Context: an optimization exercise on an open-source flow, tuned for small area and a short achievable clock period. The choices shown serve that exercise and are no tape-out recipe.
Function was checked by simulation only, so behaviour that the tests miss may differ from the original.
The clock port is modelled as an ideal driver; clocking choices that lean on that would not hold on a real chip.
Power is estimated from default activity; no workload was simulated.

[flow/design.v]
module HA(a, b, Sum, Cout);
input a, b;  
output Sum, Cout;  
assign Sum = a ^ b; 
assign Cout = a & b; 
endmodule
module HA_n(na, nb, nSum, nCout);
input na, nb;
output nSum, nCout;
gate_xnor2 x (.a(na), .b(nb), .y(nSum));
gate_or2   o (.a(na), .b(nb), .y(nCout));
endmodule
module gate_xnor2(a, b, y);
input a, b;
output y;
assign y = ~(a ^ b);
endmodule
module gate_or2(a, b, y);
input a, b;
output y;
assign y = a | b;
endmodule
module csa_dadda(A,B,Cin,Y,Cout);
input A,B,Cin;
output Y,Cout;
assign Y = A^B^Cin;
assign Cout = (A&B)|(A&Cin)|(B&Cin);
endmodule
module adder_lo(a, b, s, co);
    input [16:0] a, b;
    output [16:0] s;
    output co;
    wire [16:0] p = a ^ b;
    wire [16:0] g = a & b;
    wire G0 = g[0] | (p[0] & 1'b1);
    wire G1 = g[2] | (p[2] & g[1]);
    wire P1 = p[2] & p[1];
    wire G2 = g[4] | (p[4] & g[3]);
    wire P2 = p[4] & p[3];
    wire G3 = g[6] | (p[6] & g[5]);
    wire P3 = p[6] & p[5];
    wire G4 = g[8] | (p[8] & g[7]);
    wire P4 = p[8] & p[7];
    wire G5 = g[10] | (p[10] & g[9]);
    wire P5 = p[10] & p[9];
    wire G6 = g[12] | (p[12] & g[11]);
    wire P6 = p[12] & p[11];
    wire G7 = g[14] | (p[14] & g[13]);
    wire P7 = p[14] & p[13];
    wire G8 = g[16] | (p[16] & g[15]);
    wire P8 = p[16] & p[15];
    wire G9 = G1 | (P1 & G0);
    wire G10 = G3 | (P3 & G2);
    wire P10 = P3 & P2;
    wire G11 = G5 | (P5 & G4);
    wire P11 = P5 & P4;
    wire G12 = G7 | (P7 & G6);
    wire P12 = P7 & P6;
    wire G13 = G10 | (P10 & G9);
    wire G14 = G12 | (P12 & G11);
    wire P14 = P12 & P11;
    wire G15 = G14 | (P14 & G13);
    wire G16 = G11 | (P11 & G13);
    wire G17 = G2 | (P2 & G9);
    wire G18 = G4 | (P4 & G13);
    wire G19 = G6 | (P6 & G16);
    wire G20 = G8 | (P8 & G15);
    wire G21 = g[1] | (p[1] & G0);
    wire G22 = g[3] | (p[3] & G9);
    wire G23 = g[5] | (p[5] & G17);
    wire G24 = g[7] | (p[7] & G13);
    wire G25 = g[9] | (p[9] & G18);
    wire G26 = g[11] | (p[11] & G16);
    wire G27 = g[13] | (p[13] & G19);
    wire G28 = g[15] | (p[15] & G15);
    assign s[0] = p[0] ^ 1'b1;
    assign s[1] = p[1] ^ G0;
    assign s[2] = p[2] ^ G21;
    assign s[3] = p[3] ^ G9;
    assign s[4] = p[4] ^ G22;
    assign s[5] = p[5] ^ G17;
    assign s[6] = p[6] ^ G23;
    assign s[7] = p[7] ^ G13;
    assign s[8] = p[8] ^ G24;
    assign s[9] = p[9] ^ G18;
    assign s[10] = p[10] ^ G25;
    assign s[11] = p[11] ^ G16;
    assign s[12] = p[12] ^ G26;
    assign s[13] = p[13] ^ G19;
    assign s[14] = p[14] ^ G27;
    assign s[15] = p[15] ^ G15;
    assign s[16] = p[16] ^ G28;
    assign co = G20;
endmodule
module adder_hi(a, b, ci, s);
    input [14:0] a, b;
    input ci;
    output [14:0] s;
    wire [14:0] p = a ^ b;
    wire [14:0] g = a & b;
    wire G0 = g[0] | (p[0] & ci);
    wire G1 = g[2] | (p[2] & g[1]);
    wire P1 = p[2] & p[1];
    wire G2 = g[4] | (p[4] & g[3]);
    wire P2 = p[4] & p[3];
    wire G3 = g[6] | (p[6] & g[5]);
    wire P3 = p[6] & p[5];
    wire G4 = g[8] | (p[8] & g[7]);
    wire P4 = p[8] & p[7];
    wire G5 = g[10] | (p[10] & g[9]);
    wire P5 = p[10] & p[9];
    wire G6 = g[12] | (p[12] & g[11]);
    wire P6 = p[12] & p[11];
    wire G7 = g[14] | (p[14] & g[13]);
    wire P7 = p[14] & p[13];
    wire G8 = G1 | (P1 & G0);
    wire G9 = G3 | (P3 & G2);
    wire P9 = P3 & P2;
    wire G10 = G5 | (P5 & G4);
    wire P10 = P5 & P4;
    wire G11 = G7 | (P7 & G6);
    wire P11 = P7 & P6;
    wire G12 = G9 | (P9 & G8);
    wire G13 = G11 | (P11 & G10);
    wire P13 = P11 & P10;
    wire G14 = G13 | (P13 & G12);
    wire G15 = G10 | (P10 & G12);
    wire G16 = G2 | (P2 & G8);
    wire G17 = G4 | (P4 & G12);
    wire G18 = G6 | (P6 & G15);
    wire G19 = g[1] | (p[1] & G0);
    wire G20 = g[3] | (p[3] & G8);
    wire G21 = g[5] | (p[5] & G16);
    wire G22 = g[7] | (p[7] & G12);
    wire G23 = g[9] | (p[9] & G17);
    wire G24 = g[11] | (p[11] & G15);
    wire G25 = g[13] | (p[13] & G18);
    assign s[0] = p[0] ^ ci;
    assign s[1] = p[1] ^ G0;
    assign s[2] = p[2] ^ G19;
    assign s[3] = p[3] ^ G8;
    assign s[4] = p[4] ^ G20;
    assign s[5] = p[5] ^ G16;
    assign s[6] = p[6] ^ G21;
    assign s[7] = p[7] ^ G12;
    assign s[8] = p[8] ^ G22;
    assign s[9] = p[9] ^ G17;
    assign s[10] = p[10] ^ G23;
    assign s[11] = p[11] ^ G15;
    assign s[12] = p[12] ^ G24;
    assign s[13] = p[13] ^ G18;
    assign s[14] = p[14] ^ G25;
endmodule
module dadda_16_pipelined(clk, rst, A, B, Y_reg);
    input clk, rst;
    input [15:0] A;
    input [15:0] B;
    output reg [31:0] Y_reg;
    reg [15:0] a1, a2, a3, a4, a5;
    reg [15:0] b1, b2, b3, b4, b5;
    always @(posedge clk) begin
        a1 <= A; a2 <= a1; a3 <= a2; a4 <= a3; a5 <= a4;
        b1 <= B; b2 <= b1; b3 <= b2; b4 <= b3; b5 <= b4;
    end
    reg [2:0] hold;
    always @(posedge clk) begin
        if (!rst) hold <= 3'd7;
        else if (hold != 3'd0) hold <= hold - 3'd1;
    end
    wire ok = rst & (hold == 3'd0);
    wire [255:0] npp;
    genvar i, j;
    generate
        for (i = 0; i < 16; i = i + 1) begin : g_i
            for (j = 0; j < 16; j = j + 1) begin : g_j
                assign npp[i*16+j] = ~(a5[j] & b5[i]);
            end
        end
    endgenerate
    wire n0, n1, n2, n3, n4, n5, n6, n7, n8, n9, n10, n11, n12, n13, n14, n15;
    wire n16, n17, n18, n19, n20, n21, n22, n23, n24, n25, n26, n27, n28, n29, n30, n31;
    wire n32, n33, n34, n35, n36, n37, n38, n39, n40, n41, n42, n43, n44, n45, n46, n47;
    wire n48, n49, n50, n51, n52, n53, n54, n55, n56, n57, n58, n59, n60, n61, n62, n63;
    wire n64, n65, n66, n67, n68, n69, n70, n71, n72, n73, n74, n75, n76, n77, n78, n79;
    wire n80, n81, n82, n83, n84, n85, n86, n87, n88, n89, n90, n91, n92, n93, n94, n95;
    wire n96, n97, n98, n99, n100, n101, n102, n103, n104, n105, n106, n107, n108, n109, n110, n111;
    wire n112, n113, n114, n115, n116, n117, n118, n119, n120, n121, n122, n123, n124, n125, n126, n127;
    wire n128, n129, n130, n131, n132, n133, n134, n135, n136, n137, n138, n139, n140, n141, n142, n143;
    wire n144, n145, n146, n147, n148, n149, n150, n151, n152, n153, n154, n155, n156, n157, n158, n159;
    wire n160, n161, n162, n163, n164, n165, n166, n167, n168, n169, n170, n171, n172, n173, n174, n175;
    wire n176, n177, n178, n179, n180, n181, n182, n183, n184, n185, n186, n187, n188, n189, n190, n191;
    wire n192, n193, n194, n195, n196, n197, n198, n199, n200, n201, n202, n203, n204, n205, n206, n207;
    wire n208, n209, n210, n211, n212, n213, n214, n215, n216, n217, n218, n219, n220, n221, n222, n223;
    wire n224, n225, n226, n227, n228, n229, n230, n231, n232, n233, n234, n235, n236, n237, n238, n239;
    wire n240, n241, n242, n243, n244, n245, n246, n247, n248, n249, n250, n251, n252, n253, n254, n255;
    wire n256, n257, n258, n259, n260, n261, n262, n263, n264, n265, n266, n267, n268, n269, n270, n271;
    wire n272, n273, n274, n275, n276, n277, n278, n279, n280, n281, n282, n283, n284, n285, n286, n287;
    wire n288, n289, n290, n291, n292, n293, n294, n295, n296, n297, n298, n299, n300, n301, n302, n303;
    wire n304, n305, n306, n307, n308, n309, n310, n311, n312, n313, n314, n315, n316, n317, n318, n319;
    wire n320, n321, n322, n323, n324, n325, n326, n327, n328, n329, n330, n331, n332, n333, n334, n335;
    wire n336, n337, n338, n339, n340, n341, n342, n343, n344, n345, n346, n347, n348, n349, n350, n351;
    wire n352, n353, n354, n355, n356, n357, n358, n359, n360, n361, n362, n363, n364, n365, n366, n367;
    wire n368, n369, n370, n371, n372, n373, n374, n375, n376, n377, n378, n379, n380, n381, n382, n383;
    wire n384, n385, n386, n387, n388, n389, n390, n391, n392, n393, n394, n395, n396, n397, n398, n399;
    wire n400, n401, n402, n403, n404, n405, n406, n407, n408, n409, n410, n411, n412, n413, n414, n415;
    wire n416, n417, n418, n419;
    HA_n ha0 (.na(npp[13]), .nb(npp[28]), .nSum(n0), .nCout(n1));
    csa_dadda fa0 (.A(npp[14]), .B(npp[29]), .Cin(npp[44]), .Y(n2), .Cout(n3));
    HA_n ha1 (.na(npp[59]), .nb(npp[74]), .nSum(n4), .nCout(n5));
    csa_dadda fa1 (.A(npp[15]), .B(npp[30]), .Cin(npp[45]), .Y(n6), .Cout(n7));
    csa_dadda fa2 (.A(npp[60]), .B(npp[75]), .Cin(npp[90]), .Y(n8), .Cout(n9));
    HA_n ha2 (.na(npp[105]), .nb(npp[120]), .nSum(n10), .nCout(n11));
    csa_dadda fa3 (.A(npp[31]), .B(npp[46]), .Cin(npp[61]), .Y(n12), .Cout(n13));
    csa_dadda fa4 (.A(npp[76]), .B(npp[91]), .Cin(npp[106]), .Y(n14), .Cout(n15));
    HA_n ha3 (.na(npp[121]), .nb(npp[136]), .nSum(n16), .nCout(n17));
    csa_dadda fa5 (.A(npp[47]), .B(npp[62]), .Cin(npp[77]), .Y(n18), .Cout(n19));
    csa_dadda fa6 (.A(npp[92]), .B(npp[107]), .Cin(npp[122]), .Y(n20), .Cout(n21));
    csa_dadda fa7 (.A(npp[63]), .B(npp[78]), .Cin(npp[93]), .Y(n22), .Cout(n23));
    HA_n ha4 (.na(npp[9]), .nb(npp[24]), .nSum(n24), .nCout(n25));
    csa_dadda fa8 (.A(npp[10]), .B(npp[25]), .Cin(npp[40]), .Y(n26), .Cout(n27));
    HA_n ha5 (.na(npp[55]), .nb(npp[70]), .nSum(n28), .nCout(n29));
    csa_dadda fa9 (.A(npp[11]), .B(npp[26]), .Cin(npp[41]), .Y(n30), .Cout(n31));
    csa_dadda fa10 (.A(npp[56]), .B(npp[71]), .Cin(npp[86]), .Y(n32), .Cout(n33));
    HA_n ha6 (.na(npp[101]), .nb(npp[116]), .nSum(n34), .nCout(n35));
    csa_dadda fa11 (.A(npp[12]), .B(npp[27]), .Cin(npp[42]), .Y(n36), .Cout(n37));
    csa_dadda fa12 (.A(npp[57]), .B(npp[72]), .Cin(npp[87]), .Y(n38), .Cout(n39));
    csa_dadda fa13 (.A(npp[102]), .B(npp[117]), .Cin(npp[132]), .Y(n40), .Cout(n41));
    HA_n ha7 (.na(npp[147]), .nb(npp[162]), .nSum(n42), .nCout(n43));
    csa_dadda fa14 (.A(npp[43]), .B(npp[58]), .Cin(npp[73]), .Y(n44), .Cout(n45));
    csa_dadda fa15 (.A(npp[88]), .B(npp[103]), .Cin(npp[118]), .Y(n46), .Cout(n47));
    csa_dadda fa16 (.A(npp[133]), .B(npp[148]), .Cin(npp[163]), .Y(n48), .Cout(n49));
    csa_dadda fa17 (.A(npp[178]), .B(npp[193]), .Cin(npp[208]), .Y(n50), .Cout(n51));
    csa_dadda fa18 (.A(npp[89]), .B(npp[104]), .Cin(npp[119]), .Y(n52), .Cout(n53));
    csa_dadda fa19 (.A(npp[134]), .B(npp[149]), .Cin(npp[164]), .Y(n54), .Cout(n55));
    csa_dadda fa20 (.A(npp[179]), .B(npp[194]), .Cin(npp[209]), .Y(n56), .Cout(n57));
    csa_dadda fa21 (.A(npp[224]), .B(n1), .Cin(n4), .Y(n58), .Cout(n59));
    csa_dadda fa22 (.A(npp[135]), .B(npp[150]), .Cin(npp[165]), .Y(n60), .Cout(n61));
    csa_dadda fa23 (.A(npp[180]), .B(npp[195]), .Cin(npp[210]), .Y(n62), .Cout(n63));
    csa_dadda fa24 (.A(npp[225]), .B(npp[240]), .Cin(n5), .Y(n64), .Cout(n65));
    csa_dadda fa25 (.A(n10), .B(n3), .Cin(n6), .Y(n66), .Cout(n67));
    csa_dadda fa26 (.A(npp[151]), .B(npp[166]), .Cin(npp[181]), .Y(n68), .Cout(n69));
    csa_dadda fa27 (.A(npp[196]), .B(npp[211]), .Cin(npp[226]), .Y(n70), .Cout(n71));
    csa_dadda fa28 (.A(npp[241]), .B(n11), .Cin(n16), .Y(n72), .Cout(n73));
    csa_dadda fa29 (.A(n7), .B(n9), .Cin(n12), .Y(n74), .Cout(n75));
    csa_dadda fa30 (.A(npp[137]), .B(npp[152]), .Cin(npp[167]), .Y(n76), .Cout(n77));
    csa_dadda fa31 (.A(npp[182]), .B(npp[197]), .Cin(npp[212]), .Y(n78), .Cout(n79));
    csa_dadda fa32 (.A(npp[227]), .B(npp[242]), .Cin(n17), .Y(n80), .Cout(n81));
    csa_dadda fa33 (.A(n13), .B(n15), .Cin(n18), .Y(n82), .Cout(n83));
    csa_dadda fa34 (.A(npp[108]), .B(npp[123]), .Cin(npp[138]), .Y(n84), .Cout(n85));
    csa_dadda fa35 (.A(npp[153]), .B(npp[168]), .Cin(npp[183]), .Y(n86), .Cout(n87));
    csa_dadda fa36 (.A(npp[198]), .B(npp[213]), .Cin(npp[228]), .Y(n88), .Cout(n89));
    csa_dadda fa37 (.A(npp[243]), .B(n19), .Cin(n21), .Y(n90), .Cout(n91));
    csa_dadda fa38 (.A(npp[79]), .B(npp[94]), .Cin(npp[109]), .Y(n92), .Cout(n93));
    csa_dadda fa39 (.A(npp[124]), .B(npp[139]), .Cin(npp[154]), .Y(n94), .Cout(n95));
    csa_dadda fa40 (.A(npp[169]), .B(npp[184]), .Cin(npp[199]), .Y(n96), .Cout(n97));
    csa_dadda fa41 (.A(npp[214]), .B(npp[229]), .Cin(npp[244]), .Y(n98), .Cout(n99));
    csa_dadda fa42 (.A(npp[95]), .B(npp[110]), .Cin(npp[125]), .Y(n100), .Cout(n101));
    csa_dadda fa43 (.A(npp[140]), .B(npp[155]), .Cin(npp[170]), .Y(n102), .Cout(n103));
    csa_dadda fa44 (.A(npp[185]), .B(npp[200]), .Cin(npp[215]), .Y(n104), .Cout(n105));
    csa_dadda fa45 (.A(npp[111]), .B(npp[126]), .Cin(npp[141]), .Y(n106), .Cout(n107));
    csa_dadda fa46 (.A(npp[156]), .B(npp[171]), .Cin(npp[186]), .Y(n108), .Cout(n109));
    csa_dadda fa47 (.A(npp[127]), .B(npp[142]), .Cin(npp[157]), .Y(n110), .Cout(n111));
    HA_n ha8 (.na(npp[6]), .nb(npp[21]), .nSum(n112), .nCout(n113));
    csa_dadda fa48 (.A(npp[7]), .B(npp[22]), .Cin(npp[37]), .Y(n114), .Cout(n115));
    HA_n ha9 (.na(npp[52]), .nb(npp[67]), .nSum(n116), .nCout(n117));
    csa_dadda fa49 (.A(npp[8]), .B(npp[23]), .Cin(npp[38]), .Y(n118), .Cout(n119));
    csa_dadda fa50 (.A(npp[53]), .B(npp[68]), .Cin(npp[83]), .Y(n120), .Cout(n121));
    HA_n ha10 (.na(npp[98]), .nb(npp[113]), .nSum(n122), .nCout(n123));
    csa_dadda fa51 (.A(npp[39]), .B(npp[54]), .Cin(npp[69]), .Y(n124), .Cout(n125));
    csa_dadda fa52 (.A(npp[84]), .B(npp[99]), .Cin(npp[114]), .Y(n126), .Cout(n127));
    csa_dadda fa53 (.A(npp[129]), .B(npp[144]), .Cin(n24), .Y(n128), .Cout(n129));
    csa_dadda fa54 (.A(npp[85]), .B(npp[100]), .Cin(npp[115]), .Y(n130), .Cout(n131));
    csa_dadda fa55 (.A(npp[130]), .B(npp[145]), .Cin(npp[160]), .Y(n132), .Cout(n133));
    csa_dadda fa56 (.A(n25), .B(n28), .Cin(n26), .Y(n134), .Cout(n135));
    csa_dadda fa57 (.A(npp[131]), .B(npp[146]), .Cin(npp[161]), .Y(n136), .Cout(n137));
    csa_dadda fa58 (.A(npp[176]), .B(n29), .Cin(n34), .Y(n138), .Cout(n139));
    csa_dadda fa59 (.A(n27), .B(n30), .Cin(n32), .Y(n140), .Cout(n141));
    csa_dadda fa60 (.A(npp[177]), .B(npp[192]), .Cin(n35), .Y(n142), .Cout(n143));
    csa_dadda fa61 (.A(n42), .B(n31), .Cin(n33), .Y(n144), .Cout(n145));
    csa_dadda fa62 (.A(n36), .B(n38), .Cin(n40), .Y(n146), .Cout(n147));
    csa_dadda fa63 (.A(n43), .B(n0), .Cin(n37), .Y(n148), .Cout(n149));
    csa_dadda fa64 (.A(n39), .B(n41), .Cin(n44), .Y(n150), .Cout(n151));
    csa_dadda fa65 (.A(n46), .B(n48), .Cin(n50), .Y(n152), .Cout(n153));
    csa_dadda fa66 (.A(n45), .B(n47), .Cin(n49), .Y(n154), .Cout(n155));
    csa_dadda fa67 (.A(n51), .B(n2), .Cin(n52), .Y(n156), .Cout(n157));
    csa_dadda fa68 (.A(n54), .B(n56), .Cin(n58), .Y(n158), .Cout(n159));
    csa_dadda fa69 (.A(n53), .B(n55), .Cin(n57), .Y(n160), .Cout(n161));
    csa_dadda fa70 (.A(n8), .B(n60), .Cin(n62), .Y(n162), .Cout(n163));
    csa_dadda fa71 (.A(n59), .B(n64), .Cin(n66), .Y(n164), .Cout(n165));
    csa_dadda fa72 (.A(n61), .B(n63), .Cin(n14), .Y(n166), .Cout(n167));
    csa_dadda fa73 (.A(n68), .B(n70), .Cin(n65), .Y(n168), .Cout(n169));
    csa_dadda fa74 (.A(n72), .B(n67), .Cin(n74), .Y(n170), .Cout(n171));
    csa_dadda fa75 (.A(n69), .B(n71), .Cin(n20), .Y(n172), .Cout(n173));
    csa_dadda fa76 (.A(n76), .B(n78), .Cin(n73), .Y(n174), .Cout(n175));
    csa_dadda fa77 (.A(n80), .B(n75), .Cin(n82), .Y(n176), .Cout(n177));
    csa_dadda fa78 (.A(n77), .B(n79), .Cin(n22), .Y(n178), .Cout(n179));
    csa_dadda fa79 (.A(n84), .B(n86), .Cin(n88), .Y(n180), .Cout(n181));
    csa_dadda fa80 (.A(n81), .B(n83), .Cin(n90), .Y(n182), .Cout(n183));
    csa_dadda fa81 (.A(n23), .B(n85), .Cin(n87), .Y(n184), .Cout(n185));
    csa_dadda fa82 (.A(n89), .B(n92), .Cin(n94), .Y(n186), .Cout(n187));
    csa_dadda fa83 (.A(n96), .B(n98), .Cin(n91), .Y(n188), .Cout(n189));
    csa_dadda fa84 (.A(npp[230]), .B(npp[245]), .Cin(n93), .Y(n190), .Cout(n191));
    csa_dadda fa85 (.A(n95), .B(n97), .Cin(n99), .Y(n192), .Cout(n193));
    csa_dadda fa86 (.A(n100), .B(n102), .Cin(n104), .Y(n194), .Cout(n195));
    csa_dadda fa87 (.A(npp[201]), .B(npp[216]), .Cin(npp[231]), .Y(n196), .Cout(n197));
    csa_dadda fa88 (.A(npp[246]), .B(n101), .Cin(n103), .Y(n198), .Cout(n199));
    csa_dadda fa89 (.A(n105), .B(n106), .Cin(n108), .Y(n200), .Cout(n201));
    csa_dadda fa90 (.A(npp[172]), .B(npp[187]), .Cin(npp[202]), .Y(n202), .Cout(n203));
    csa_dadda fa91 (.A(npp[217]), .B(npp[232]), .Cin(npp[247]), .Y(n204), .Cout(n205));
    csa_dadda fa92 (.A(n107), .B(n109), .Cin(n110), .Y(n206), .Cout(n207));
    csa_dadda fa93 (.A(npp[143]), .B(npp[158]), .Cin(npp[173]), .Y(n208), .Cout(n209));
    csa_dadda fa94 (.A(npp[188]), .B(npp[203]), .Cin(npp[218]), .Y(n210), .Cout(n211));
    csa_dadda fa95 (.A(npp[233]), .B(npp[248]), .Cin(n111), .Y(n212), .Cout(n213));
    csa_dadda fa96 (.A(npp[159]), .B(npp[174]), .Cin(npp[189]), .Y(n214), .Cout(n215));
    csa_dadda fa97 (.A(npp[204]), .B(npp[219]), .Cin(npp[234]), .Y(n216), .Cout(n217));
    csa_dadda fa98 (.A(npp[175]), .B(npp[190]), .Cin(npp[205]), .Y(n218), .Cout(n219));
    HA_n ha11 (.na(npp[4]), .nb(npp[19]), .nSum(n220), .nCout(n221));
    csa_dadda fa99 (.A(npp[5]), .B(npp[20]), .Cin(npp[35]), .Y(n222), .Cout(n223));
    HA_n ha12 (.na(npp[50]), .nb(npp[65]), .nSum(n224), .nCout(n225));
    csa_dadda fa100 (.A(npp[36]), .B(npp[51]), .Cin(npp[66]), .Y(n226), .Cout(n227));
    csa_dadda fa101 (.A(npp[81]), .B(npp[96]), .Cin(n112), .Y(n228), .Cout(n229));
    csa_dadda fa102 (.A(npp[82]), .B(npp[97]), .Cin(npp[112]), .Y(n230), .Cout(n231));
    csa_dadda fa103 (.A(n113), .B(n116), .Cin(n114), .Y(n232), .Cout(n233));
    csa_dadda fa104 (.A(npp[128]), .B(n117), .Cin(n122), .Y(n234), .Cout(n235));
    csa_dadda fa105 (.A(n115), .B(n118), .Cin(n120), .Y(n236), .Cout(n237));
    csa_dadda fa106 (.A(n123), .B(n119), .Cin(n121), .Y(n238), .Cout(n239));
    csa_dadda fa107 (.A(n124), .B(n126), .Cin(n128), .Y(n240), .Cout(n241));
    csa_dadda fa108 (.A(n125), .B(n127), .Cin(n130), .Y(n242), .Cout(n243));
    csa_dadda fa109 (.A(n132), .B(n129), .Cin(n134), .Y(n244), .Cout(n245));
    csa_dadda fa110 (.A(n131), .B(n133), .Cin(n136), .Y(n246), .Cout(n247));
    csa_dadda fa111 (.A(n138), .B(n135), .Cin(n140), .Y(n248), .Cout(n249));
    csa_dadda fa112 (.A(n137), .B(n139), .Cin(n142), .Y(n250), .Cout(n251));
    csa_dadda fa113 (.A(n141), .B(n144), .Cin(n146), .Y(n252), .Cout(n253));
    csa_dadda fa114 (.A(n143), .B(n145), .Cin(n148), .Y(n254), .Cout(n255));
    csa_dadda fa115 (.A(n147), .B(n150), .Cin(n152), .Y(n256), .Cout(n257));
    csa_dadda fa116 (.A(n149), .B(n151), .Cin(n154), .Y(n258), .Cout(n259));
    csa_dadda fa117 (.A(n153), .B(n156), .Cin(n158), .Y(n260), .Cout(n261));
    csa_dadda fa118 (.A(n155), .B(n157), .Cin(n160), .Y(n262), .Cout(n263));
    csa_dadda fa119 (.A(n162), .B(n159), .Cin(n164), .Y(n264), .Cout(n265));
    csa_dadda fa120 (.A(n161), .B(n163), .Cin(n166), .Y(n266), .Cout(n267));
    csa_dadda fa121 (.A(n168), .B(n165), .Cin(n170), .Y(n268), .Cout(n269));
    csa_dadda fa122 (.A(n167), .B(n169), .Cin(n172), .Y(n270), .Cout(n271));
    csa_dadda fa123 (.A(n174), .B(n171), .Cin(n176), .Y(n272), .Cout(n273));
    csa_dadda fa124 (.A(n173), .B(n178), .Cin(n175), .Y(n274), .Cout(n275));
    csa_dadda fa125 (.A(n180), .B(n177), .Cin(n182), .Y(n276), .Cout(n277));
    csa_dadda fa126 (.A(n179), .B(n184), .Cin(n181), .Y(n278), .Cout(n279));
    csa_dadda fa127 (.A(n186), .B(n188), .Cin(n183), .Y(n280), .Cout(n281));
    csa_dadda fa128 (.A(n185), .B(n190), .Cin(n187), .Y(n282), .Cout(n283));
    csa_dadda fa129 (.A(n192), .B(n194), .Cin(n189), .Y(n284), .Cout(n285));
    csa_dadda fa130 (.A(n196), .B(n191), .Cin(n193), .Y(n286), .Cout(n287));
    csa_dadda fa131 (.A(n198), .B(n195), .Cin(n200), .Y(n288), .Cout(n289));
    csa_dadda fa132 (.A(n197), .B(n202), .Cin(n204), .Y(n290), .Cout(n291));
    csa_dadda fa133 (.A(n199), .B(n201), .Cin(n206), .Y(n292), .Cout(n293));
    csa_dadda fa134 (.A(n203), .B(n205), .Cin(n208), .Y(n294), .Cout(n295));
    csa_dadda fa135 (.A(n210), .B(n212), .Cin(n207), .Y(n296), .Cout(n297));
    csa_dadda fa136 (.A(npp[249]), .B(n209), .Cin(n211), .Y(n298), .Cout(n299));
    csa_dadda fa137 (.A(n214), .B(n216), .Cin(n213), .Y(n300), .Cout(n301));
    csa_dadda fa138 (.A(npp[220]), .B(npp[235]), .Cin(npp[250]), .Y(n302), .Cout(n303));
    csa_dadda fa139 (.A(n215), .B(n217), .Cin(n218), .Y(n304), .Cout(n305));
    csa_dadda fa140 (.A(npp[191]), .B(npp[206]), .Cin(npp[221]), .Y(n306), .Cout(n307));
    csa_dadda fa141 (.A(npp[236]), .B(npp[251]), .Cin(n219), .Y(n308), .Cout(n309));
    csa_dadda fa142 (.A(npp[207]), .B(npp[222]), .Cin(npp[237]), .Y(n310), .Cout(n311));
    HA_n ha13 (.na(npp[3]), .nb(npp[18]), .nSum(n312), .nCout(n313));
    csa_dadda fa143 (.A(npp[34]), .B(npp[49]), .Cin(npp[64]), .Y(n314), .Cout(n315));
    csa_dadda fa144 (.A(npp[80]), .B(n221), .Cin(n224), .Y(n316), .Cout(n317));
    csa_dadda fa145 (.A(n225), .B(n223), .Cin(n226), .Y(n318), .Cout(n319));
    csa_dadda fa146 (.A(n227), .B(n230), .Cin(n229), .Y(n320), .Cout(n321));
    csa_dadda fa147 (.A(n231), .B(n234), .Cin(n233), .Y(n322), .Cout(n323));
    csa_dadda fa148 (.A(n235), .B(n237), .Cin(n238), .Y(n324), .Cout(n325));
    csa_dadda fa149 (.A(n239), .B(n242), .Cin(n241), .Y(n326), .Cout(n327));
    csa_dadda fa150 (.A(n243), .B(n246), .Cin(n245), .Y(n328), .Cout(n329));
    csa_dadda fa151 (.A(n247), .B(n250), .Cin(n249), .Y(n330), .Cout(n331));
    csa_dadda fa152 (.A(n251), .B(n254), .Cin(n253), .Y(n332), .Cout(n333));
    csa_dadda fa153 (.A(n255), .B(n258), .Cin(n257), .Y(n334), .Cout(n335));
    csa_dadda fa161 (.A(n290), .B(n287), .Cin(n289), .Y(n350), .Cout(n351));
    csa_dadda fa162 (.A(n291), .B(n294), .Cin(n293), .Y(n352), .Cout(n353));
    csa_dadda fa163 (.A(n295), .B(n298), .Cin(n300), .Y(n354), .Cout(n355));
    csa_dadda fa164 (.A(n302), .B(n299), .Cin(n304), .Y(n356), .Cout(n357));
    csa_dadda fa165 (.A(n303), .B(n306), .Cin(n308), .Y(n358), .Cout(n359));
    csa_dadda fa166 (.A(npp[252]), .B(n307), .Cin(n310), .Y(n360), .Cout(n361));
    csa_dadda fa167 (.A(npp[223]), .B(npp[238]), .Cin(npp[253]), .Y(n362), .Cout(n363));
    HA_n ha14 (.na(npp[2]), .nb(npp[17]), .nSum(n364), .nCout(n365));
    csa_dadda fa168 (.A(npp[33]), .B(npp[48]), .Cin(n312), .Y(n366), .Cout(n367));
    csa_dadda fa169 (.A(n313), .B(n220), .Cin(n314), .Y(n368), .Cout(n369));
    csa_dadda fa170 (.A(n315), .B(n222), .Cin(n316), .Y(n370), .Cout(n371));
    csa_dadda fa171 (.A(n317), .B(n228), .Cin(n318), .Y(n372), .Cout(n373));
    csa_dadda fa172 (.A(n319), .B(n232), .Cin(n320), .Y(n374), .Cout(n375));
    csa_dadda fa173 (.A(n321), .B(n236), .Cin(n322), .Y(n376), .Cout(n377));
    csa_dadda fa174 (.A(n240), .B(n323), .Cin(n324), .Y(n378), .Cout(n379));
    csa_dadda fa191 (.A(n305), .B(n358), .Cin(n357), .Y(n412), .Cout(n413));
    csa_dadda fa192 (.A(n309), .B(n360), .Cin(n359), .Y(n414), .Cout(n415));
    csa_dadda fa193 (.A(n311), .B(n362), .Cin(n361), .Y(n416), .Cout(n417));
    csa_dadda fa194 (.A(npp[239]), .B(npp[254]), .Cin(n363), .Y(n418), .Cout(n419));
    reg [83:0] m1;
    always @(posedge clk) m1 <= {n419, npp[255], n417, n418, n415, n416, n413, n414, n412, n379, n377, n378, n375, n376, n373, n374, n371, n372, n369, n370, n367, n368, n365, n366, n364, npp[32], npp[16], npp[1], npp[0], n355, n356, n301, n353, n354, n297, n352, n351, n296, n350, n292, n285, n281, n280, n276, n272, n268, n264, n335, n334, n333, n260, n332, n331, n256, n330, n329, n252, n328, n248, n327, n326, n244, n325, n288, n286, n283, n284, n282, n279, n277, n278, n275, n273, n274, n271, n269, n270, n267, n265, n266, n263, n261, n262, n259};
    csa_dadda fa154 (.A(m1[0]), .B(m1[1]), .Cin(m1[2]), .Y(n336), .Cout(n337));
    csa_dadda fa155 (.A(m1[3]), .B(m1[4]), .Cin(m1[5]), .Y(n338), .Cout(n339));
    csa_dadda fa156 (.A(m1[6]), .B(m1[7]), .Cin(m1[8]), .Y(n340), .Cout(n341));
    csa_dadda fa157 (.A(m1[9]), .B(m1[10]), .Cin(m1[11]), .Y(n342), .Cout(n343));
    csa_dadda fa158 (.A(m1[12]), .B(m1[13]), .Cin(m1[14]), .Y(n344), .Cout(n345));
    csa_dadda fa159 (.A(m1[15]), .B(m1[16]), .Cin(m1[17]), .Y(n346), .Cout(n347));
    csa_dadda fa160 (.A(m1[18]), .B(m1[19]), .Cin(m1[20]), .Y(n348), .Cout(n349));
    csa_dadda fa175 (.A(m1[21]), .B(m1[22]), .Cin(m1[23]), .Y(n380), .Cout(n381));
    csa_dadda fa176 (.A(m1[24]), .B(m1[25]), .Cin(m1[26]), .Y(n382), .Cout(n383));
    csa_dadda fa177 (.A(m1[27]), .B(m1[28]), .Cin(m1[29]), .Y(n384), .Cout(n385));
    csa_dadda fa178 (.A(m1[30]), .B(m1[31]), .Cin(m1[32]), .Y(n386), .Cout(n387));
    csa_dadda fa179 (.A(m1[33]), .B(m1[34]), .Cin(m1[35]), .Y(n388), .Cout(n389));
    csa_dadda fa180 (.A(m1[36]), .B(m1[37]), .Cin(n336), .Y(n390), .Cout(n391));
    csa_dadda fa181 (.A(m1[38]), .B(n337), .Cin(n338), .Y(n392), .Cout(n393));
    csa_dadda fa182 (.A(m1[39]), .B(n339), .Cin(n340), .Y(n394), .Cout(n395));
    csa_dadda fa183 (.A(m1[40]), .B(n341), .Cin(n342), .Y(n396), .Cout(n397));
    csa_dadda fa184 (.A(m1[41]), .B(n343), .Cin(n344), .Y(n398), .Cout(n399));
    csa_dadda fa185 (.A(m1[42]), .B(n346), .Cin(n345), .Y(n400), .Cout(n401));
    csa_dadda fa186 (.A(m1[43]), .B(n348), .Cin(n347), .Y(n402), .Cout(n403));
    csa_dadda fa187 (.A(m1[44]), .B(m1[45]), .Cin(n349), .Y(n404), .Cout(n405));
    csa_dadda fa188 (.A(m1[46]), .B(m1[47]), .Cin(m1[48]), .Y(n406), .Cout(n407));
    csa_dadda fa189 (.A(m1[49]), .B(m1[50]), .Cin(m1[51]), .Y(n408), .Cout(n409));
    csa_dadda fa190 (.A(m1[52]), .B(m1[53]), .Cin(m1[54]), .Y(n410), .Cout(n411));
    wire [31:0] nr0 = {1'b1, m1[82], m1[80], m1[78], m1[76], m1[75], n410, n408, n406, n404, n402, n400, n398, n396, n394, n392, n390, n388, n386, n384, n382, n380, m1[72], m1[70], m1[68], m1[66], m1[64], m1[62], m1[60], m1[58], m1[56], m1[55]};
    wire [31:0] nr1 = {1'b1, m1[83], m1[81], m1[79], m1[77], n411, n409, n407, n405, n403, n401, n399, n397, n395, n393, n391, n389, n387, n385, n383, n381, m1[74], m1[73], m1[71], m1[69], m1[67], m1[65], m1[63], m1[61], m1[59], m1[57], 1'b1};
    wire [16:0] nlo;
    wire c_lo;
    adder_lo add_lo (.a(nr0[16:0]), .b(nr1[16:0]), .s(nlo), .co(c_lo));
    reg [16:0] nlo_q;
    reg c_lo_q;
    reg [14:0] nr0_q, nr1_q;
    always @(posedge clk) begin
        nlo_q <= nlo;
        c_lo_q <= c_lo;
        nr0_q <= nr0[31:17];
        nr1_q <= nr1[31:17];
    end
    wire [14:0] nhi;
    adder_hi add_hi (.a(nr0_q), .b(nr1_q), .ci(c_lo_q), .s(nhi));
    always @(posedge clk) Y_reg <= ok ? ~{nhi, nlo_q} : 32'd0;
endmodule
[flow/flow/run.sh]
#!/bin/bash
set -euo pipefail
cd "$(dirname "${BASH_SOURCE[0]}")/.."
bash standard.sh SETUP_SLACK_MARGIN=6.2 \
  "BUFFER_PORTS_ARGS=-buffer_cell sky130_fd_sc_hd__buf_1" \
  "CTS_ARGS=-sink_clustering_enable -repair_clock_nets -sink_clustering_size 28 -sink_clustering_max_diameter 200 -sink_clustering_levels 1 -buf_list sky130_fd_sc_hd__clkbuf_16" \
  finish > flow_make.log 2>&1
[flow/standard.sh]
#!/bin/bash
# synth_recipe.tcl (not shown) runs the flow's synth.tcl, then flattens the netlist and writes it again
# the make line also repeats each setting of config.mk as NAME=value (left out here)
make -C /OpenROAD-flow-scripts/flow DESIGN_CONFIG=/design/flow/config.mk WORK_HOME=/design/flow/orfs CLKGATE_MAP_FILE= SYNTH_SCRIPT=/design/flow/synth_recipe.tcl "${@:-finish}"
[flow/config.mk]
export PLATFORM = sky130hd
export DESIGN_NAME = dadda_16_pipelined
export DESIGN_NICKNAME = dadda_16_pipelined
export VERILOG_FILES = /design/flow/design.v
export SDC_FILE = /design/flow/constraint.sdc
export NUM_CORES = 4
export LEC_CHECK = 0
export CAP_MARGIN = 20
export CORE_MARGIN = 2
export CORE_UTILIZATION = 40
export SLEW_MARGIN = 20
export SYNTH_HIERARCHICAL = 1
export SYNTH_MINIMUM_KEEP_SIZE = 0
[flow/constraint.sdc]
create_clock -name core_clock -period 9.0 [get_ports {clk}]
set_input_delay 1.8000 -clock core_clock [delete_from_list [all_inputs] [get_ports {clk}]]
set_output_delay 1.8000 -clock core_clock [all_outputs]
set_load 0.01 [all_outputs]
==> results.py, run 1 <==
metrics = {
    "power_and_ir_drop": {
        "powerDensity_mw_per_mm2": 270.3,
        "leakage_nw": 5.599,
        "peakVddDrop_mv": 0.1122,
        "p_total_mw": 3.931,
    },
    "yosys": {
        "synth_cells": 1066,
        "ys_warn_count": 7,
        "syn_area_per_cell_um2": 12.69,
        "synth_edf_count": 0,
        "ys.flop_type": "dfxtp_1",
        "netlist_area_mm2": 0.01353,
        "ys_seq_area_share_pct": 48.08,
        "async_flop_share_pct": 0,
        "ys_ff_latch": 325,
        "yosysUniqueCellTypes": 40,
    },
    "setup_path": {
        "cp-end-kind": "output port",
        "r2r-end": "m1[35]$_DFF_P_",
        "r2r.worst_path.cells": 5,
        "path_cells": "buf_2",
        "crit_slowest_cell": "dfxtp_2",
        "cp-endpoint": "Y_reg[30]",
        "critPathLaunch": "Y_reg[30]$_SDFF_PN0_",
        "cp-start-kind": "register",
        "crit_cells": 1,
        "r2r_start": "a5[3]$_DFF_P_",
        "crit_fanout": 1,
        "rrSetupSlack_ps": 6270,
        "slowest_delay_ps": 330,
        "path_buf_inv": 1,
        "cp.required_ps": 7200,
        "crit_family": "flip-flops",
        "criticalPathCategory": "register to output port",
        "arrival_ps": 960,
    },
    "global_routing": {
        "grt_pass1_wl_mm": 39.10,
        "grt_busiest_layer": "met2",
        "use_met3_pct": 2.807,
        "grtUsageTotal_pct": 13.73,
        "globalRouteMet1Util_pct": 18.16,
        "grt.met2_usage_pct": 22.62,
        "grt-ovfl-total": 0,
        "grt_max_degree": 33,
        "grt_pass1_vias": 7826,
        "antenna_found_initial": 1,
    },
    "detailed_routing": {
        "viasPerCell": 4.565,
        "drtAntennaViolNets": 0,
        "drc": 0,
        "drt_iter0_drc": 395,
        "routed_wl_mm": 22.79,
        "drt-pass1-iter-count": 4,
        "routedWlPerCell_um": 14.90,
        "vias": 6985,
    },
    "die": {
        "die_w_um": 187.9,
        "die_area_mm2": 0.03532,
        "die_y_um": 187.9,
        "core_mm2": 0.03345,
        "num_rows": 67,
        "start_util_pct": 40.46,
        "ios": 66,
    },
    "clock_tree": {
        "cts_root_buffer": "clkbuf_16",
        "cts_sinks": 325,
        "clkTransAtPathRegs_ps": 120,
        "cts_buffer_depth": 3,
        "clkLatencyLatePin_ps": 510,
        "cts_max_level": 1,
        "numCtsBuffers": 15,
        "cts_setup_buffers": 0,
        "cts_tree": "yes",
        "ctsHoldBuffers": 0,
    },
    "timing": {
        "setup_ws_ps": 6244,
        "max_clock_freq_mhz": 362.8,
        "fin_worst_skew_ps": 34.31,
        "drv_slew": 0,
        "period_needed_ps": 2756,
        "hold_slack_ps": 305.5,
        "maxSlewHeadroom_pct": 57.95,
        "setup_viol": 0,
        "fin_setup_tns_ps": 0,
        "fin_crit_sh_pct": 30.63,
        "rsz0062_at_grt": "false",
        "worst_slew_pin_slew_ps": 630.8,
        "final-hold-violation-count": 0,
    },
    "place": {
        "place_inst": 1514,
        "io_buffer_count": 65,
        "dp_hpwl_mm": 16.39,
        "place_congestion": 0.8477,
        "post-place-ws_ps": 5946,
    },
    "layout": {
        "drive_gt1_share_pct": 11.28,
        "syn2layout_area_growth_pct": 7.462,
        "seq_area_mm2": 0.006590,
        "diodes": 0,
        "fill_cells": 3081,
        "multiInputGateArea_mm2": 0.006598,
        "largest_register_ffs": 84,
        "final_nets": 1359,
        "instances_no_fill": 1530,
    },
    "hold_path": {
        "min_path_type": "register to register",
    },
    "outcome": {
        "status": "finished clean",
    },
    "flow_run": {
        "drv_cap": 0,
    },
}
==> modules after synthesis (local to each module, per instance), excerpt <==
module	times used	cells	cell area, µm²	flip-flops and latches
dadda_16_pipelined	1	695	8130	325
adder_lo	1	85	709.4	0
adder_hi	1	61	563.0	0
csa_dadda	195	1	20.02	0
gate_xnor2	15	1	8.758	0
gate_or2	15	1	6.256	0
==> synthesized netlist by cell type (all sizes together), types with 6 or more instances <==
| cell type | n | area [µm²] |
|---|---|---|
| nand2b | 6 | 37.54 |
| o21ai | 8 | 47.54 |
| xor2 | 7 | 61.31 |
| a21oi | 13 | 68.82 |
| dfxtp | 325 | 6506 |
| nor2 | 36 | 225.2 |
| xnor2 | 24 | 210.2 |
| inv | 29 | 108.9 |
| or2 | 16 | 100.1 |
| clkbuf | 32 | 132.6 |
| nand2 | 266 | 998.5 |
| buf | 35 | 193.9 |
| fa | 211 | 4224 |
| ha | 31 | 387.9 |
==> power breakdown <==
group	total [mW]	internal, mW	leakage [nW]	switching [mW]
Sequential	1.91	1.73	2.73	0.171
Combinational	1.30	0.613	2.67	0.687
Clock	0.726	0.305	0.192	0.421
Total	3.93	2.65	5.60	1.28
==> area by class of cell <==
type	instances	share of cell area, %
Tap cell	448	3.855
Timing Repair Buffer	65	2.013
Clock inverter	1	0.1119
Multi-Input combinational cell	647	45.37
Inverter	29	0.7486
Clock buffer	15	2.581
Sequential cell	325	45.32
==> worst reg2reg max path: stages, from the launching register on <==
cell	delay [ps]
dfxtp_2	640
nand2_1	160
fa_1	550
fa_1	440
fa_1	410
fa_1	450
==> worst min path at each step <==
stage | start | endpoint | slack [ps] | cells after the start
2_1_floorplan | a1[0]$_DFF_P_ | a2[0]$_DFF_P_ | 310 | 0
3_3_place_gp | b4[14]$_DFF_P_ | b5[14]$_DFF_P_ | 310 | 0
4_1_cts | a4[1]$_DFF_P_ | a5[1]$_DFF_P_ | 310 | 0
5_1_grt | a4[5]$_DFF_P_ | a5[5]$_DFF_P_ | 320 | 0
6_report | a4[1]$_DFF_P_ | a5[1]$_DFF_P_ | 310 | 0
3_5_place_dp | a2[0]$_DFF_P_ | a3[0]$_DFF_P_ | 310 | 0
==> cell usage in the layout (no fill, tap or decap), types with 2 or more instances in the layout <==
master	count
nand3_1	2
o211ai_1	2
dfxtp_1	286
xor2_1	7
conb_1	3
buf_2	9
inv_1	29
buf_6	2
or2_1	16
a21oi_1	12
nand2_1	266
buf_1	36
ha_1	31
dfxtp_4	14
o21ai_2	2
nor2_4	3
o21ai_0	5
nand2b_1	6
xnor2_1	24
a31oi_1	2
clkbuf_2	18
nor2_1	6
fa_1	211
dfxtp_2	25
nor2_2	27
a211oi_1	2
clkbuf_16	15
a21o_1	5
==> logic make-up (layout without fill, tap and decap cells) <==
family          Yosys count  after routing  share of synthesized area [%]
simple gates            333            333                          10.61
fa+ha+maj               242            242                          34.08
buf+inv                  96            110                          3.218
other cells               1              3                        0.02771
mux                       1              1                         0.1109
xor+xnor                 31             31                          2.006
flops                   325            325                          48.08
compound gates           37             37                          1.858
==> routing by layer <==
| layer | vias to the layer above | wire length [µm] |
|---|---|---|
| met2 | 213 | 10640 |
| met1 | 3486 | 10110 |
| met5 | - | 13 |
| li1 | 3240 | - |
| met3 | 44 | 1406 |
| met4 | 2 | 623 |
==> metrics by stage <==
stage | area, µm² | utilization [%]
final | 14540 | 43.47
after global routing | 14540 | 43.47
after CTS | 14460 | 43.23
after detailed placement | 14020 | 41.91
after global placement | 14020 | 41.91
after floorplan | 13540 | -
==> what timing repair did <==
| item | 4_1_cts | 5_1_grt |
|---|---|---|
| endpoints found under the setup margin | 42 | 34 |
| resized for setup | 40 | 45 |
| gates cloned | 0 | 0 |
==> run 2: changes to the inputs <==
==> flow/flow/run.sh (replaced) <==
#!/bin/bash
set -euo pipefail
cd "$(dirname "${BASH_SOURCE[0]}")/.."
VARS=(SETUP_SLACK_MARGIN=6.3
  "BUFFER_PORTS_ARGS=-buffer_cell sky130_fd_sc_hd__buf_1"
  "CTS_ARGS=-sink_clustering_enable -repair_clock_nets -sink_clustering_size 28 -sink_clustering_max_diameter 200 -sink_clustering_levels 1 -buf_list sky130_fd_sc_hd__clkbuf_16")
bash standard.sh "${VARS[@]}" cts > flow_make_cts.log 2>&1
RES="orfs/results/${FLOW_PLATFORM:-sky130hd}/dadda_16_pipelined/base" CLKNET=clk \
  openroad -no_init -exit flow/drop_root.tcl > drop_root.log 2>&1
bash standard.sh "${VARS[@]}" finish > flow_make.log 2>&1
==> flow/flow/drop_root.tcl (new file) <==
# Shortens the clock tree that clock_tree_synthesis built: the clock port drives the H-tree's
# first-level buffers directly and the root buffer, which only drove those, is removed.
# Every flip-flop keeps the same number of buffers on its clock path (first-level buffer, leaf
# buffer).  If the tree is not of that form the layout is left as it is.
set res $::env(RES)
read_db $res/4_cts.odb
set block [ord::get_db_block]
set clk [$block findNet $::env(CLKNET)]
set roots {}
foreach it [$clk getITerms] {
  if {[$it isInputSignal]} { lappend roots [$it getInst] }
}
if {[llength $roots] != 1} { puts "clock port drives [llength $roots] cells: tree left as it is"; exit 0 }
set root [lindex $roots 0]
set rootin ""; set rootout ""
foreach it [$root getITerms] {
  if {[$it isOutputSignal]} { set rootout $it }
  if {[$it isInputSignal] && [$it getNet] ne "NULL" && [[$it getNet] getName] eq [$clk getName]} { set rootin $it }
}
set onet [$rootout getNet]
set mids {}
set ok 1
foreach it [$onet getITerms] {
  if {![$it isInputSignal]} { continue }
  set inst [$it getInst]
  if {[string match "*clkbuf*" [[$inst getMaster] getName]]} { lappend mids $it } else { set ok 0 }
}
if {!$ok || [llength $mids] == 0 || [llength $mids] > 4} { puts "root drives [llength $mids] buffers (ok=$ok): tree left as it is"; exit 0 }
foreach it $mids { $it disconnect; $it connect $clk }
foreach it [$root getITerms] { if {[$it getNet] ne "NULL"} { $it disconnect } }
puts "removed root [$root getName]; clock port now drives [llength $mids] buffers"
odb::dbInst_destroy $root
odb::dbNet_destroy $onet
write_db $res/4_cts.odb
==> run 2 against run 1 <==
First-iteration DRC count down 17%. Area after synthesis unchanged. Fmax up 4.1%. Clock skew down 4.8 ps. Critical path type is now register to register. Sequential cell count unchanged. Largest cell class is now sequential cells. Routed wire length up 1.6%. Final area up 0.77%. Non-clock buffer count up 10.
==> results.py, run 2 <==
metrics = {
    "layout": {
        "drive_gt1_share_pct": 12.00,
        "syn2layout_area_growth_pct": 8.285,
        "largest_register_ffs": 84,
        "layout_common_cells": "290 x dfxtp_1, 266 x nand2_1, 211 x fa_1",
        "final_nets": 1368,
        "layout_commonest_cell": "dfxtp_1",
        "diodes": 0,
        "fill_cells": 3064,
    },
    "detailed_routing": {
        "drc": 0,
        "drtAntennaViolNets": 0,
        "vias": 7050,
        "drt-pass1-iter-count": 5,
        "routed_wl_mm": 23.16,
        "routedWlPerCell_um": 15.04,
        "viasPerCell": 4.578,
        "drt_iter0_drc": 326,
    },
    "die": {
        "start_util_pct": 40.46,
        "core_mm2": 0.03345,
        "die_y_um": 187.9,
        "die_area_mm2": 0.03532,
        "num_rows": 67,
        "ios": 66,
        "die_w_um": 187.9,
    },
    "setup_path": {
        "path_cells": "nand2_1, fa_1, fa_1, fa_1, fa_1",
        "rrSetupSlack_ps": 6350,
        "r2r.worst_path.cells": 5,
        "critPathLaunch": "a5[1]$_DFF_P_",
        "criticalPathCategory": "register to register",
        "cp-start-kind": "register",
        "r2r-end": "m1[35]$_DFF_P_",
        "crit_slowest_cell": "dfxtp_2",
        "slowest_delay_ps": 600,
        "cp-end-kind": "register",
        "r2r_start": "a5[1]$_DFF_P_",
        "cp_common_cell": "fa_1",
        "arrival_ps": 2930,
        "cp.required_ps": 9280,
        "crit_fanout": 16,
    },
    "timing": {
        "rsz0062_at_grt": "true",
        "worst_slew_pin_slew_ps": 633.0,
        "maxSlewHeadroom_pct": 57.80,
        "fin_worst_skew_ps": 29.46,
        "period_needed_ps": 2648,
        "max_clock_freq_mhz": 377.7,
        "fin_crit_sh_pct": 29.42,
        "drv_slew": 0,
        "setup_viol": 0,
        "final-hold-violation-count": 0,
        "fin_setup_tns_ps": 0,
        "hold_slack_ps": 295.3,
    },
    "yosys": {
        "yosys.area.top_type_share_pct": 48.08,
        "synth.most_common_cell": "dfxtp_1",
        "synthTopCellsByCount": "325 x dfxtp_1, 266 x nand2_1, 211 x fa_1",
        "synth_edf_count": 0,
        "yosysUniqueCellTypes": 40,
        "synth_cells": 1066,
        "ys_warn_count": 7,
        "ys_seq_area_share_pct": 48.08,
        "ys.flop_type": "dfxtp_1",
        "syn_area_per_cell_um2": 12.69,
        "netlist_area_mm2": 0.01353,
        "synth_area_leader_cell": "dfxtp_1",
        "synth_area_leaders": "dfxtp_1 48%, fa_1 31%, nand2_1 7.4%",
        "ys_ff_latch": 325,
        "async_flop_share_pct": 0,
    },
    "power_and_ir_drop": {
        "p_total_mw": 3.929,
        "leakage_nw": 5.677,
        "powerDensity_mw_per_mm2": 268.2,
        "peakVddDrop_mv": 0.1464,
    },
    "global_routing": {
        "grt_max_degree": 33,
        "grt_pass1_vias": 7861,
        "grt-ovfl-total": 0,
        "grtUsageTotal_pct": 13.68,
        "grt_pass1_wl_mm": 39.01,
        "antenna_found_initial": 0,
    },
    "clock_tree": {
        "cts_sinks": 325,
        "ctsHoldBuffers": 0,
        "clkLatencyLatePin_ps": 390,
        "clkTransAtPathRegs_ps": 110,
        "cts_tree": "yes",
        "numCtsBuffers": 15,
    },
    "hold_path": {
        "hold_end": "a5[1]$_DFF_P_",
        "hp-start": "a4[1]$_DFF_P_",
        "min_delay_path_depth": 0,
        "min_path_type": "register to register",
    },
    "outcome": {
        "status": "finished clean",
    },
    "place": {
        "place_congestion": 0.8273,
        "dp_hpwl_mm": 16.63,
        "io_buffer_count": 65,
    },
    "flow_run": {
        "drv_cap": 0,
    },
}
## run 2: modules after synthesis (local to each module, per instance), excerpt
module	flops+latches	times used
dadda_16_pipelined	325	1
adder_lo	0	1
gate_or2	0	15
gate_xnor2	0	15
adder_hi	0	1
csa_dadda	0	195
## run 2: routing by layer
metal / routed length [µm] / part of all wire [%] / track usage (%) / vias to the layer above
met5: 0 / 0 / 0 / -
li1: - / - / - / 3255
met3: 1461 / 6.3 / 2.564 / 37
met2: 11110 / 48 / 23.39 / 230
met1: 10020 / 43 / 17.62 / 3528
met4: 566 / 2.4 / 4.331 / 0
## run 2: power by group
part	leakage (nW)	switching [mW]	internal [mW]	total [mW]
logic	2.76	0.702	0.621	1.32
registers	2.74	0.166	1.73	1.90
clock network	0.184	0.420	0.289	0.708
## run 2: timing repair
item | CTS | global route
endpoints found under the setup margin | 69 | 21
pin swaps | 0 | 0
resized for setup | 82 | 16
setup buffers | 0 | 10
hold endpoints to repair | 0 | 0
## run 2: critical path, delay by kind of cell (launching register included)
family                     cells  cell delay, ps
adders and majority gates      4            1790
and+or+nand+nor                1             140
DFF                            1             600
## run 2: how the worst max path moves through the flow
stage	to	slack [ps]	cells past startpoint
after floorplan	m1[35]$_DFF_P_	6290	7
after global placement	m1[38]$_DFF_P_	5980	5
after detailed placement	m1[38]$_DFF_P_	5940	5
after CTS	Y_reg[10]	6210	1
after global routing	m1[35]$_DFF_P_	6260	5
final	m1[35]$_DFF_P_	6350	5
## run 2: through the flow
step                util, %  std cells  worst slack [ps]  cell area, µm²
finish                43.81       1540              6352           14650
global route          43.81       1540              6263           14650
detailed placement    41.91       1514              5944           14020
global placement      41.91       1514              5979           14020
CTS                   43.50       1531              6209           14550
floorplan                 -       1068              6293           13560
## run 2: cell type report
class,instances,area (µm²),area share (%)
sequential,325,6620,45.18
multi-input combinational,647,6598,45.03
clock inverter,2,25.02,0.1708
timing repair buffer,75,390.4,2.664
clock buffer,14,350.3,2.391
tap,448,560.5,3.825
inverter,29,108.9,0.7429
## run 2: cell families (layout without fill, tap and decap cells)
group,count (synthesis),after routing,share of synthesized area [%]
simple gates,333,333,10.61
mux,1,1,0.1109
xor+xnor,31,31,2.006
fa+ha+maj,242,242,34.08
flops,325,325,48.08
buf+inv,96,120,3.218
compound gates,37,37,1.858
other cells,1,3,0.02771
==> run 3: changes to the inputs <==
==> flow/flow/run.sh (replaced) <==
#!/bin/bash
set -euo pipefail
cd "$(dirname "${BASH_SOURCE[0]}")/.."
VARS=(SETUP_SLACK_MARGIN=6.3
  "BUFFER_PORTS_ARGS=-buffer_cell sky130_fd_sc_hd__buf_1"
  "CTS_ARGS=-sink_clustering_enable -repair_clock_nets -sink_clustering_size 24 -sink_clustering_max_diameter 200 -sink_clustering_levels 1 -buf_list sky130_fd_sc_hd__clkbuf_16")
bash standard.sh "${VARS[@]}" cts > flow_make_cts.log 2>&1
RES="orfs/results/${FLOW_PLATFORM:-sky130hd}/dadda_16_pipelined/base" CLKNET=clk \
  openroad -no_init -exit flow/drop_root.tcl > drop_root.log 2>&1
bash standard.sh "${VARS[@]}" finish > flow_make.log 2>&1
==> run 3 against run 2 <==
Still clean. Core utilization up 0.064 points. Die area unchanged. Final cell count unchanged. Non-clock buffer count down 1. Sequential share of layout area down 0.066 points. Area after synthesis unchanged. Highest routed layer unchanged. Count of clock-buffer cells in the layout up 2. Worst setup slack better by 20 ps.
==> results.py, run 3 <==
metrics = {
    "outcome": {
        "status": "finished clean",
    },
    "die": {
        "die_area_mm2": 0.03532,
        "ios": 66,
        "start_util_pct": 40.46,
        "die_y_um": 187.9,
        "core_mm2": 0.03345,
        "num_rows": 67,
        "die_w_um": 187.9,
    },
    "detailed_routing": {
        "drt_iter0_drc": 406,
        "vias": 7050,
        "drtAntennaViolNets": 0,
        "drc": 0,
        "routed_wl_mm": 23.32,
        "routedWlPerCell_um": 15.14,
        "drt-pass1-iter-count": 6,
        "viasPerCell": 4.578,
    },
    "global_routing": {
        "grt_max_degree": 33,
        "grt-ovfl-total": 0,
        "antenna_found_initial": 0,
        "grt_pass1_vias": 7886,
        "grt_pass1_wl_mm": 39.11,
        "grtUsageTotal_pct": 13.74,
    },
    "clock_tree": {
        "clkTransAtPathRegs_ps": 110,
        "cts_sinks": 325,
        "clkLatencyLatePin_ps": 390,
        "cts_tree": "yes",
        "numCtsBuffers": 17,
        "ctsHoldBuffers": 0,
    },
    "yosys": {
        "yosys.area.top_type_share_pct": 48.08,
        "synth_edf_count": 0,
        "ys_warn_count": 7,
        "synth_cells": 1066,
        "synth.most_common_cell": "dfxtp_1",
        "synth_area_leader_cell": "dfxtp_1",
        "yosysUniqueCellTypes": 40,
        "ys_ff_latch": 325,
        "synth_area_leaders": "dfxtp_1 48%, fa_1 31%, nand2_1 7.4%",
        "synthTopCellsByCount": "325 x dfxtp_1, 266 x nand2_1, 211 x fa_1",
        "ys_seq_area_share_pct": 48.08,
        "async_flop_share_pct": 0,
        "ys.flop_type": "dfxtp_1",
        "syn_area_per_cell_um2": 12.69,
        "netlist_area_mm2": 0.01353,
    },
    "place": {
        "place_congestion": 0.8273,
        "dp_hpwl_mm": 16.63,
        "place_inst": 1514,
        "placed_cell_area_mm2": 0.01402,
        "io_buffer_count": 65,
        "post-place-ws_ps": 5944,
    },
    "timing": {
        "period_needed_ps": 2628,
        "max_clock_freq_mhz": 380.5,
        "fin_worst_skew_ps": 30.29,
        "drv_slew": 0,
        "setup_ws_ps": 6372,
        "rsz0062_at_grt": "true",
        "fin_crit_sh_pct": 29.20,
        "maxSlewHeadroom_pct": 57.94,
        "hold_slack_ps": 306.7,
        "worst_slew_pin_slew_ps": 630.9,
        "final-hold-violation-count": 0,
        "setup_viol": 0,
        "fin_setup_tns_ps": 0,
    },
    "setup_path": {
        "cp-end-kind": "register",
        "arrival_ps": 2910,
        "crit_fanout": 16,
        "criticalPathCategory": "register to register",
        "cp_common_cell": "fa_1",
        "cp.required_ps": 9280,
        "crit_slowest_cell": "fa_1",
        "cp-start-kind": "register",
        "path_cells": "nand2_1, fa_1, fa_1, fa_1, fa_1",
        "slowest_delay_ps": 550,
    },
    "layout": {
        "layout_common_cells": "290 x dfxtp_1, 266 x nand2_1, 211 x fa_1",
        "largest_register_ffs": 84,
        "fill_cells": 3066,
        "final_nets": 1369,
        "instances_no_fill": 1540,
        "multiInputGateArea_mm2": 0.006598,
        "layout_commonest_cell": "dfxtp_1",
        "drive_gt1_share_pct": 12.00,
        "syn2layout_area_growth_pct": 8.442,
        "utilization_pct": 43.87,
        "fin_area_mm2": 0.01467,
        "diodes": 0,
        "seq_area_mm2": 0.006620,
    },
    "power_and_ir_drop": {
        "leakage_nw": 5.688,
        "p_total_mw": 3.967,
        "peakVddDrop_mv": 0.1396,
        "powerDensity_mw_per_mm2": 270.3,
    },
    "hold_path": {
        "min_path_type": "register to register",
    },
    "flow_run": {
        "drv_cap": 0,
    },
}
run 3: cell type report:
class | instances | share of cell area, %
well taps | 448 | 3.820
repair buffers | 74 | 2.524
clock inverters | 1 | 0.1108
flip-flops and latches | 325 | 45.11
clock buffers | 16 | 2.729
inverters | 29 | 0.7418
multi-input cells | 647 | 44.96
run 3: logic make-up after synthesis:
logic type,count (synthesis),share of synthesized area [%]
other cells,1,0.02771
buf+inv,96,3.218
flops,325,48.08
fa+ha+maj,242,34.08
xor+xnor,31,2.006
simple gates,333,10.61
mux,1,0.1109
compound gates,37,1.858
run 3: path summary, 6_finish.rpt:
path                 startpoint  cells after the start  slack (ps)        endpoint
setup / recovery  a5[7]$_DFF_P_                      5        6370  m1[35]$_DFF_P_
hold / removal    a4[3]$_DFF_P_                      0         310   a5[3]$_DFF_P_
setup reg to reg  a5[7]$_DFF_P_                      5        6370  m1[35]$_DFF_P_
hold reg to reg   a4[3]$_DFF_P_                      0         310   a5[3]$_DFF_P_
run 3: Yosys stat by module (local to each module, per instance), a selection:
module / times used / cells inside
dadda_16_pipelined: 1 / 695
gate_or2: 15 / 1
adder_hi: 1 / 61
gate_xnor2: 15 / 1
csa_dadda: 195 / 1
adder_lo: 1 / 85
run 3: timing repair:
item	4_1_cts	5_1_grt
endpoints found under the hold margin	0	0
pin swaps	0	0
setup endpoints to repair	69	21
resized for setup	80	18
buffers inserted	0	9
run 3: routing by layer:
metal	track usage, %	part of all wire (%)
met1	17.81	44
met5	0	0
met3	2.770	6.6
met4	3.725	1.9
met2	23.49	48
run 3: report_power, final:
part	switching [mW]	total, mW	internal (mW)
registers	0.167	1.90	1.73
clock network	0.423	0.746	0.324
logic	0.701	1.32	0.620
run 3: critical path: cells and delay by family, from the launching register on:
kind / cells / cell delay [ps]
adders and majority gates: 4 / 1880
DFF: 1 / 510
and+or+nand+nor: 1 / 130

[port drivers added, routing unchanged]
In the flow no input, the clock included, has a driving cell. The finished layouts below were timed again as built, in two steps.
Step 1 sets driving cells, clkbuf_16 on the clock port and buf_2 on the other inputs (assumed; they add their load-dependent delay and slew).
Step 2 also shifts input and output timing later by t, the mid clock arrival at the registers, as if the neighbouring blocks saw the same clock.
Three values: no drivers, after step 1, after step 2; two values: the first two.
| run | t (ns) | setup slack, ns | worst hold slack (ns) | latest minus earliest clock arrival (ns) | worst register clock-pin slew, ns |
|---|---|---|---|---|---|
| run 1 | 0.546 | 6.244 / 6.190 / 6.076 | 0.305 / 0.305 / 0.305 | 0.039 / 0.039 | 0.12 / 0.12 |
| run 2 | 0.441 | 6.352 / 6.299 / 6.057 | 0.295 / 0.295 / 0.295 | 0.032 / 0.032 | 0.11 / 0.11 |
| run 3 | 0.439 | 6.372 / 6.311 / 6.058 | 0.307 / 0.307 / 0.307 | 0.033 / 0.033 | 0.11 / 0.11 |
After both steps setup and hold are still met in every run listed. The setup slack of run 3, which loses most, moves by -0.061 ns with the drivers and by -0.314 ns with both steps.
